From an optimization exercise on the open Yosys and OpenROAD flow, aimed at small area; shortcuts taken in it are not production practice.
Only simulation tests tie the RTL to the original design; equivalence was not proved.
The clock port is modelled as an ideal driver; clocking choices that lean on that would not hold on a real chip.
Power figures rest on the tool's default switching activity, not on a simulated workload.

==> flow/design.v (excerpt) <==
module Pipelined_Processor(
    input CLK,
    input reset,
    output [7:0] imem_addr,
    input [15:0] imem_data,
    output [7:0] dmem_addr,
    output [7:0] dmem_wdata,
    output dmem_we,
    input [7:0] dmem_rdata,
    output [7:0] result
);
Size: roughly 0.0075 mm2 of cells after synthesis.
==> flow/config.mk <==
export PLATFORM = sky130hd
export DESIGN_NAME = Pipelined_Processor
export DESIGN_NICKNAME = Pipelined_Processor
export VERILOG_FILES = /design/flow/design.v
export SDC_FILE = /design/flow/constraint.sdc
export NUM_CORES = 4
export LEC_CHECK = 0
export CAP_MARGIN = 0
export CORE_MARGIN = 2
export CORE_UTILIZATION = 50
export CTS_BUF_LIST = sky130_fd_sc_hd__clkbuf_8
export SETUP_SLACK_MARGIN = -0.7
export SLEW_MARGIN = 0
export SYNTH_HIERARCHICAL = 1
==> flow/constraint.sdc <==
create_clock -name core_clock -period 13.5 [get_ports {CLK}]
set_input_delay 2.7000 -clock core_clock [delete_from_list [all_inputs] [get_ports {CLK}]]
set_output_delay 2.7000 -clock core_clock [all_outputs]
set_load 0.01 [all_outputs]
standard.sh (not shown) runs the stock make flow with config.mk's settings and CLKGATE_MAP_FILE= SYNTH_SCRIPT=/design/flow/synth_recipe.tcl, a recipe that flattens the netlist after the stock synthesis.
==> flow/flow/run.sh <==
#!/bin/bash
# Own layout flow: the standard ORFS flow (standard.sh) with these changes:
#  - synthesis maps logic with flow/abc.script, an ABC script that maps for
#    area under a delay target (two rounds of dch + map), instead of ORFS's
#    speed script; everything else in synthesis is the standard flow's unchanged script;
#  - the port buffers use the smallest buffer cell (buf_1);
set -euo pipefail
W=$PWD
F=$W/flow

# The standard flow's synthesis script, with ORFS's synth.tcl using our ABC script
sed "s#source \$::env(SCRIPTS_DIR)/synth.tcl#source $W/synth_abc.tcl#" synth_recipe.tcl > $W/synth_recipe_abc.tcl
sed "s#log_cmd abc {\*}\$abc_args#log_cmd abc {*}[lreplace \$abc_args 1 1 $F/abc.script]#" \
    $FLOW_HOME/scripts/synth.tcl > $W/synth_abc.tcl
grep -q "$W/synth_abc.tcl" $W/synth_recipe_abc.tcl
grep -q "$F/abc.script" $W/synth_abc.tcl

CTS="-sink_clustering_enable -repair_clock_nets -dont_use_dummy_load -buf_list sky130_fd_sc_hd__clkbuf_8"
export CTS_LEAF_SINKS=24
export CTS_LEAF_PY=$F/cts_leaf.py
cp $F/openroad_wrap.sh $W/openroad_wrap.sh
chmod +x $W/openroad_wrap.sh

bash standard.sh SYNTH_SCRIPT=$W/synth_recipe_abc.tcl \
    OPENROAD_EXE=$W/openroad_wrap.sh \
    "BUFFER_PORTS_ARGS=-buffer_cell sky130_fd_sc_hd__buf_1" \
    "CTS_ARGS=$CTS" POST_CTS_TCL=$F/cts_post.tcl finish > $W/make_finish.log 2>&1
Other scripts of this flow, unchanged in this note and not shown: flow/flow/abc.script, flow/flow/cts_leaf.py, flow/flow/cts_post.tcl, flow/flow/openroad_wrap.sh
Edit:
==> flow/flow/run.sh (replaced) <==
#!/bin/bash
set -euo pipefail
W=$PWD
F=$W/flow
sed "s#source \$::env(SCRIPTS_DIR)/synth.tcl#source $W/synth_abc.tcl#" synth_recipe.tcl > $W/synth_recipe_abc.tcl
sed "s#log_cmd abc {\*}\$abc_args#log_cmd abc {*}[lreplace \$abc_args 1 1 $F/abc.script]#" \
    $FLOW_HOME/scripts/synth.tcl > $W/synth_abc.tcl
grep -q "$W/synth_abc.tcl" $W/synth_recipe_abc.tcl
grep -q "$F/abc.script" $W/synth_abc.tcl
CTS="-sink_clustering_enable -repair_clock_nets -dont_use_dummy_load -buf_list sky130_fd_sc_hd__clkbuf_8"
export CTS_LEAF_SINKS=24
export CTS_LEAF_PY=$F/cts_leaf.py
cp $F/openroad_wrap.sh $W/openroad_wrap.sh
chmod +x $W/openroad_wrap.sh
bash standard.sh SYNTH_SCRIPT=$W/synth_recipe_abc.tcl \
    OPENROAD_EXE=$W/openroad_wrap.sh \
    "BUFFER_PORTS_ARGS=-buffer_cell sky130_fd_sc_hd__buf_1" \
    "CTS_ARGS=$CTS" POST_CTS_TCL=$F/cts_post.tcl finish > $W/make_finish.log 2>&1
The new run passed the timing, DRC and antenna checks; non-clock buffer count is unchanged; worst hold slack stays the same; routed wire length does not change; worst setup slack is unchanged.

* * *

Pipelined_Processor, a different RTL version from the one above (not shown whole).
Size in the first run: about 950 cells after synthesis, about 7700 sq um of cells after synthesis.
clock: 13.5 ns
lec_check: 0
cap_margin: 20
core_margin: 2
core_utilization: 50
cts_buf_list: sky130_fd_sc_hd__clkbuf_8
slew_margin: 20
synth_hierarchical: 1
==> flow/flow/run.sh <==
#!/bin/bash
set -euo pipefail
W=$PWD
F=$W/flow
sed "s#source \$::env(SCRIPTS_DIR)/synth.tcl#source $W/synth_abc.tcl#" synth_recipe.tcl > $W/synth_recipe_abc.tcl
sed "s#log_cmd abc {\*}\$abc_args#log_cmd abc {*}[lreplace \$abc_args 1 1 $F/abc.script]#" \
    $FLOW_HOME/scripts/synth.tcl > $W/synth_abc.tcl
grep -q "$W/synth_abc.tcl" $W/synth_recipe_abc.tcl
grep -q "$F/abc.script" $W/synth_abc.tcl
CTS="-sink_clustering_enable -repair_clock_nets -dont_use_dummy_load -buf_list sky130_fd_sc_hd__clkbuf_8"
export CTS_LEAF_SINKS=24
export CTS_LEAF_PY=$F/cts_leaf.py
cp $F/openroad_wrap.sh $W/openroad_wrap.sh
chmod +x $W/openroad_wrap.sh
bash standard.sh SYNTH_SCRIPT=$W/synth_recipe_abc.tcl \
    OPENROAD_EXE=$W/openroad_wrap.sh \
    "BUFFER_PORTS_ARGS=-buffer_cell sky130_fd_sc_hd__buf_1" \
    "CTS_ARGS=$CTS" POST_CTS_TCL=$F/cts_post.tcl finish > $W/make_finish.log 2>&1
==> flow/flow/abc.script <==
strash
dch
map -D 7000
topo
stime -c
==> flow/flow/cts_post.tcl <==
# After clock-tree synthesis: upsize any clock buffer whose flip-flop loads see
# a slow clock edge, then legalize the placement again.
estimate_parasitics -placement
set upsized 0
foreach inst [get_cells -quiet -filter "ref_name == sky130_fd_sc_hd__clkbuf_8"] {
    set out [get_pins -quiet [get_full_name $inst]/X]
    if { [llength $out] == 0 } { continue }
    set worst 0.0
    foreach pin [get_pins -quiet -of_objects [get_nets -of_objects $out] -filter "direction == input"] {
        set s [get_property $pin slew_max]
        if { $s > $worst } { set worst $s }
    }
    if { $worst > 0.105 } {
        puts "upsizing [get_full_name $inst]: clock slew [format %.3f $worst] ns"
        replace_cell $inst sky130_fd_sc_hd__clkbuf_16
        incr upsized
    }
}
if { $upsized > 0 } {
    detailed_placement
    check_placement -verbose
    estimate_parasitics -placement
}
Other scripts of this flow, unchanged in this note and not shown: flow/flow/cts_leaf.py, flow/flow/openroad_wrap.sh
Change:
==> flow/flow/abc.script (replaced) <==
strash
dch
map -D 7000
strash
dch
map -D 7000
topo
stime -c
==> flow/flow/cts_post.tcl (replaced) <==
# After clock-tree synthesis: upsize any clock buffer whose flip-flop clock
# pins see a slow clock edge, then legalize the placement again.
estimate_parasitics -placement
set upsized 0
foreach inst [get_cells -quiet -filter "ref_name == sky130_fd_sc_hd__clkbuf_8"] {
    set out [get_pins -quiet [get_full_name $inst]/X]
    if { [llength $out] == 0 } { continue }
    set worst 0.0
    foreach pin [get_pins -quiet -of_objects [get_nets -of_objects $out] -filter "direction == input"] {
        if { [get_property $pin lib_pin_name] != "CLK" } { continue }
        set s [get_property $pin slew_max]
        if { $s > $worst } { set worst $s }
    }
    if { $worst > 0.120 } {
        puts "upsizing [get_full_name $inst]: flip-flop clock slew [format %.3f $worst] ns"
        replace_cell $inst sky130_fd_sc_hd__clkbuf_16
        incr upsized
    }
}
if { $upsized > 0 } {
    detailed_placement
    check_placement -verbose
    estimate_parasitics -placement
}
=> Worst setup slack got worse by 0.025 ns. Hold slack is about the same. Wire length drops by 1.4%. Sequential share of layout area climbs by 0.37 points. Design area drops by 0.92%. Power climbs by 2.3%. Utilization drops by 0.10 points.
Change:
Settings changed: GPL_TIMING_DRIVEN from default to 0.
The new run completed with no timing, DRC or antenna violations.
Routed wire length hardly moves.
Cell count came out lower by 0.99%.
Worst hold slack gets worse by 0.0046 ns.
Total power is lower by 1.4%.
Worst setup slack improves by 0.039 ns.
Cell area stays flat.
Non-clock buffer count went down by 12.
Critical path depth grows by 4.
Synthesized area does not change.
Synthesized cell count is unchanged.
Change:
==> flow/flow/cts_post.tcl (replaced) <==
# After clock-tree synthesis: upsize any clock buffer whose flip-flop loads see
# a slow clock edge, then legalize the placement again.
estimate_parasitics -placement
set upsized 0
foreach inst [get_cells -quiet -filter "ref_name == sky130_fd_sc_hd__clkbuf_8"] {
    set out [get_pins -quiet [get_full_name $inst]/X]
    if { [llength $out] == 0 } { continue }
    set worst 0.0
    foreach pin [get_pins -quiet -of_objects [get_nets -of_objects $out] -filter "direction == input"] {
        set s [get_property $pin slew_max]
        if { $s > $worst } { set worst $s }
    }
    if { $worst > 0.105 } {
        puts "upsizing [get_full_name $inst]: clock slew [format %.3f $worst] ns"
        replace_cell $inst sky130_fd_sc_hd__clkbuf_16
        incr upsized
    }
}
if { $upsized > 0 } {
    detailed_placement
    check_placement -verbose
    estimate_parasitics -placement
}
Settings changed: GPL_TIMING_DRIVEN 0 to default.
Outcome:
- The new run completed without violations
- register-to-register slack hardly moves
- die area does not change
- sequential share of layout area falls by 0.36 points
- hold slack is about the same
- cell area hardly moves
- utilization rises by 0.17 points
- clock skew stays flat
- critical path depth rises by 1
- setup slack got worse by 0.013 ns
Change:
==> flow/flow/abc.script (replaced) <==
strash
dch
map -D 7000
strash
dch -f
map -D 7000
topo
stime -c
==> flow/flow/cts_post.tcl (replaced) <==
# After clock-tree synthesis: upsize any clock buffer whose flip-flop clock
# pins see a slow clock edge, then legalize the placement again.
estimate_parasitics -placement
set upsized 0
foreach inst [get_cells -quiet -filter "ref_name == sky130_fd_sc_hd__clkbuf_8"] {
    set out [get_pins -quiet [get_full_name $inst]/X]
    if { [llength $out] == 0 } { continue }
    set worst 0.0
    foreach pin [get_pins -quiet -of_objects [get_nets -of_objects $out] -filter "direction == input"] {
        if { [get_property $pin lib_pin_name] != "CLK" } { continue }
        set s [get_property $pin slew_max]
        if { $s > $worst } { set worst $s }
    }
    if { $worst > 0.120 } {
        puts "upsizing [get_full_name $inst]: flip-flop clock slew [format %.3f $worst] ns"
        replace_cell $inst sky130_fd_sc_hd__clkbuf_16
        incr upsized
    }
}
if { $upsized > 0 } {
    detailed_placement
    check_placement -verbose
    estimate_parasitics -placement
}
Settings changed: CAP_MARGIN 20 to 0, SETUP_SLACK_MARGIN from default to -0.7, SLEW_MARGIN 20 to 0.
Result: Worst setup slack degrades by 0.38 ns. Cell area falls slightly. Sequential power falls by a few percent. Die area falls slightly. Utilization falls by 0.67 points.

* * *

Pipelined_Processor, a different RTL version from the one above (not shown whole).
For scale: ~1000 cells after synthesis, ~130 flip-flops, roughly 59 I/O pins.
Settings: LEC_CHECK=0, CAP_MARGIN=20, CORE_MARGIN=2, CORE_UTILIZATION=50, CTS_BUF_LIST=sky130_fd_sc_hd__clkbuf_8, SLEW_MARGIN=20; clock period 13.5 ns.
==> flow/flow/run.sh <==
#!/bin/bash
# Own layout flow: the standard ORFS flow (standard.sh) with three changes:
#  - synthesis maps logic with flow/abc.script, an area-oriented ABC script,
#    instead of ORFS's speed script (everything else in synthesis is unchanged);
#  - the port buffers use the smallest buffer cell;
#  - the clock tree is built without dummy loads.
# Each make run's full output goes to a log file in this folder; ORFS's own
# per-step logs are under orfs/logs.
set -euo pipefail
W=$PWD
F=$W/flow
sed "s#source \$::env(SCRIPTS_DIR)/synth.tcl#source $W/synth_abc.tcl#" synth_recipe.tcl > $W/synth_recipe_abc.tcl
sed "s#log_cmd abc {\*}\$abc_args#log_cmd abc {*}[lreplace \$abc_args 1 1 $F/abc.script]#" \
    $FLOW_HOME/scripts/synth.tcl > $W/synth_abc.tcl
grep -q "$W/synth_abc.tcl" $W/synth_recipe_abc.tcl
grep -q "$F/abc.script" $W/synth_abc.tcl
CTS="-sink_clustering_enable -repair_clock_nets -dont_use_dummy_load -buf_list sky130_fd_sc_hd__clkbuf_8"
bash standard.sh SYNTH_SCRIPT=$W/synth_recipe_abc.tcl \
    "BUFFER_PORTS_ARGS=-buffer_cell sky130_fd_sc_hd__buf_1" \
    "CTS_ARGS=$CTS" finish > $W/make_finish.log 2>&1
==> flow/flow/abc.script <==
strash
dch
map -D 7000
topo
stime -c
The first run passed the timing, DRC and antenna checks.
Then changed:
==> flow/flow/abc.script (replaced) <==
strash
dch
amap
topo
stime -c
After rerunning:
- utilization increases by 3.1 points
- via count increases by 3.3%
- wire length increases by 4.4%
- sequential power decreases by 7.4%
- clock skew decreases by 0.0040 ns
- fmax decreases by 0.88%

* * *

## sierra
Another version of the RTL of Pipelined_Processor (not shown whole).
Size: ~890 cells after synthesis, roughly 130 flip-flops, ~59 I/O pins.
clock: 13.5 ns
lec_check: 0
cap_margin: 20
core_margin: 2
core_utilization: 65
cts_buf_list: sky130_fd_sc_hd__clkbuf_8
setup_slack_margin: -0.4
slew_margin: 20
synth_hierarchical: 1
==> flow/flow/run.sh <==
#!/bin/bash
# Own layout flow: the standard ORFS flow (standard.sh) with these changes:
#  - synthesis maps logic with flow/abc.script, an ABC script that maps for
#    area under a delay target (two rounds of dch + map), instead of ORFS's
#    speed script, and the AND-OR-invert cells of the operand selects with
#    ABC's area mapper (flow/abc_area.script); everything else in synthesis
#    is the standard flow's unchanged script;
#  - the port buffers use the smallest buffer cell (buf_1);
set -euo pipefail
W=$PWD
F=$W/flow

# The standard flow's synthesis script, with ORFS's synth.tcl using our ABC script
sed "s#source \$::env(SCRIPTS_DIR)/synth.tcl#source $W/synth_abc.tcl#" synth_recipe.tcl > $W/synth_recipe_abc.tcl
# (the small AND-OR-invert cells, module AndOrInv6, are mapped by
# flow/abc_area.script, ABC's area-oriented mapper; every other module by
# flow/abc.script)
sed "s#log_cmd abc {\*}\$abc_args#log_cmd abc {*}[lreplace \$abc_args 1 1 $F/abc.script] AndOrInv6 %n\n  log_cmd abc {*}[lreplace \$abc_args 1 1 $F/abc_area.script] AndOrInv6#" \
    $FLOW_HOME/scripts/synth.tcl > $W/synth_abc.tcl
grep -q "$W/synth_abc.tcl" $W/synth_recipe_abc.tcl
grep -q "$F/abc.script" $W/synth_abc.tcl
grep -q "$F/abc_area.script" $W/synth_abc.tcl

CTS="-sink_clustering_enable -repair_clock_nets -dont_use_dummy_load -buf_list sky130_fd_sc_hd__clkbuf_8"
export CTS_LEAF_SINKS=24
export CTS_LEAF_PY=$F/cts_leaf.py
cp $F/openroad_wrap.sh $W/openroad_wrap.sh
chmod +x $W/openroad_wrap.sh

bash standard.sh SYNTH_SCRIPT=$W/synth_recipe_abc.tcl \
    OPENROAD_EXE=$W/openroad_wrap.sh \
    "BUFFER_PORTS_ARGS=-buffer_cell sky130_fd_sc_hd__buf_1" \
    "CTS_ARGS=$CTS" POST_CTS_TCL=$F/cts_post.tcl finish > $W/make_finish.log 2>&1
Other scripts of this flow, unchanged in this note and not shown: flow/flow/abc.script, flow/flow/abc_area.script, flow/flow/cts_leaf.py, flow/flow/cts_post.tcl, flow/flow/openroad_wrap.sh
Setup changes, sierra to fjord
# sierra
export LEC_CHECK = 0
export CAP_MARGIN = 20
export CORE_MARGIN = 2
export CORE_UTILIZATION = 65
export CTS_BUF_LIST = sky130_fd_sc_hd__clkbuf_8
export SETUP_SLACK_MARGIN = -0.4
export SLEW_MARGIN = 20
export SYNTH_HIERARCHICAL = 1
create_clock -name core_clock -period 13.5 [get_ports {CLK}]
# fjord
export LEC_CHECK = 0
export CAP_MARGIN = 20
export CORE_MARGIN = 2
export CORE_UTILIZATION = 50
export CTS_BUF_LIST = sky130_fd_sc_hd__clkbuf_8
export SETUP_SLACK_MARGIN = -0.7
export SLEW_MARGIN = 20
export SYNTH_HIERARCHICAL = 1
create_clock -name core_clock -period 13.5 [get_ports {CLK}]
Results
Re relative contribution of combinational cells to total power: fjord is 0.2 points down on sierra. fjord finished end to end and its layout was clean on timing, DRC and antenna. From sierra to fjord the numbers moved as follows: reported clock group power barely changed, via count moved down, worst setup margin saw a decrease. met2 wire length for fjord is higher than for sierra. fjord vs sierra on global routing usage on met2: fjord is the lower one.
## Diff of input files: amber against fjord
# fjord
export LEC_CHECK = 0
export CAP_MARGIN = 20
export CORE_MARGIN = 2
export CORE_UTILIZATION = 50
export CTS_BUF_LIST = sky130_fd_sc_hd__clkbuf_8
export SETUP_SLACK_MARGIN = -0.7
export SLEW_MARGIN = 20
export SYNTH_HIERARCHICAL = 1
create_clock -name core_clock -period 13.5 [get_ports {CLK}]
# amber
export LEC_CHECK = 0
export CAP_MARGIN = 20
export CORE_MARGIN = 2
export CORE_UTILIZATION = 65
export CTS_BUF_LIST = sky130_fd_sc_hd__clkbuf_8
export SETUP_SLACK_MARGIN = -0.7
export SLEW_MARGIN = 20
export SYNTH_HIERARCHICAL = 1
create_clock -name core_clock -period 13.5 [get_ports {CLK}]
## What came out
Switching part of the total power, amber and fjord: smaller value in fjord. Going from fjord to amber, detailed-routing iteration count for the pre-antenna-repair pass rose by 3; final critical-path share of the clock period rose by 1.3 points. | number of non-clock buffers in the layout | higher: fjord |. Compared with fjord, amber shows a lower tap cell count. Between fjord and amber, worst hold margin decreased. Summary: final standard cell area without fillers, amber better than fjord. Compared to fjord, amber was floorplanned on a smaller die. Looking at amber and fjord, the remaining routing DRC violations is a wash.
Edits applied to the flow inputs when going from amber to cedar:
# amber
export LEC_CHECK = 0
export CAP_MARGIN = 20
export CORE_MARGIN = 2
export CORE_UTILIZATION = 65
export CTS_BUF_LIST = sky130_fd_sc_hd__clkbuf_8
export SETUP_SLACK_MARGIN = -0.7
export SLEW_MARGIN = 20
export SYNTH_HIERARCHICAL = 1
create_clock -name core_clock -period 13.5 [get_ports {CLK}]
# cedar
export LEC_CHECK = 0
export CAP_MARGIN = 20
export CORE_MARGIN = 2
export CORE_UTILIZATION = 60
export CTS_BUF_LIST = sky130_fd_sc_hd__clkbuf_8
export SETUP_SLACK_MARGIN = -0.7
export SLEW_MARGIN = 20
export SYNTH_HIERARCHICAL = 1
create_clock -name core_clock -period 13.5 [get_ports {CLK}]
The routed wire length number comes out lower for amber vs cedar. Compared with amber, cedar shows a number of buffer and inverter stages on the critical path that is 1 higher. As far as max-capacitance violation count goes, cedar and amber are indistinguishable; the numbers are identical. The worst setup path startpoint comes out b_e[4]$_DFF_P_ in one run and b_e[1]$_DFF_P_ in the other, namely in cedar and amber respectively. The worst setup slack on amber is in line with that on cedar.

[re-timing with driven ports]
How much do the figures lean on ideal ports? The routed layouts below were timed once more, with nothing changed but the port constraints. Step 1 sets driving cells, clkbuf_16 on the clock port and buf_2 on the other inputs (assumed; they add their load-dependent delay and slew). Step 2 moves the port delays by t, midway between the first and last clock arrival at a register: inputs arrive t later, outputs are due t later. That takes back most of the time a late clock gives input paths. a / b / c = ideal / step 1 / step 2; a / b = the first two.
run | t, ns | slack for setup (ns) | slew at the worst register clock pin (ns) | worst data-port slew with drivers (ns)
the first run of note 1 | 0.428 | 0.693 / 0.693 / 0.693 | 0.11 / 0.11 | 0.03
the second run of note 1 | 0.428 | 0.693 / 0.693 / 0.693 | 0.11 / 0.11 | 0.03
the first run of note 2 | 0.381 | 1.125 / 1.125 / 1.125 | 0.10 / 0.10 | 0.04
the second run of note 2 | 0.414 | 1.100 / 1.100 / 1.100 | 0.11 / 0.11 | 0.04
the third run of note 2 | 0.408 | 1.138 / 1.138 / 1.138 | 0.11 / 0.11 | 0.03
the fourth run of note 2 | 0.383 | 1.125 / 1.125 / 1.125 | 0.10 / 0.10 | 0.04
the fifth run of note 2 | 0.420 | 0.747 / 0.747 / 0.747 | 0.11 / 0.11 | 0.03
the first run of note 3 | 0.461 | 1.011 / 1.011 / 1.011 | 0.08 / 0.08 | 0.03
the second run of note 3 | 0.472 | 0.900 / 0.900 / 0.900 | 0.08 / 0.08 | 0.04
sierra | 0.415 | 0.801 / 0.801 / 0.801 | 0.11 / 0.11 | 0.03
fjord | 0.416 | 0.671 / 0.671 / 0.671 | 0.11 / 0.11 | 0.04
amber | 0.415 | 0.490 / 0.490 / 0.490 | 0.11 / 0.11 | 0.03
cedar | 0.432 | 0.491 / 0.491 / 0.491 | 0.12 / 0.12 | 0.04
After both steps setup and hold are still met in every run listed.
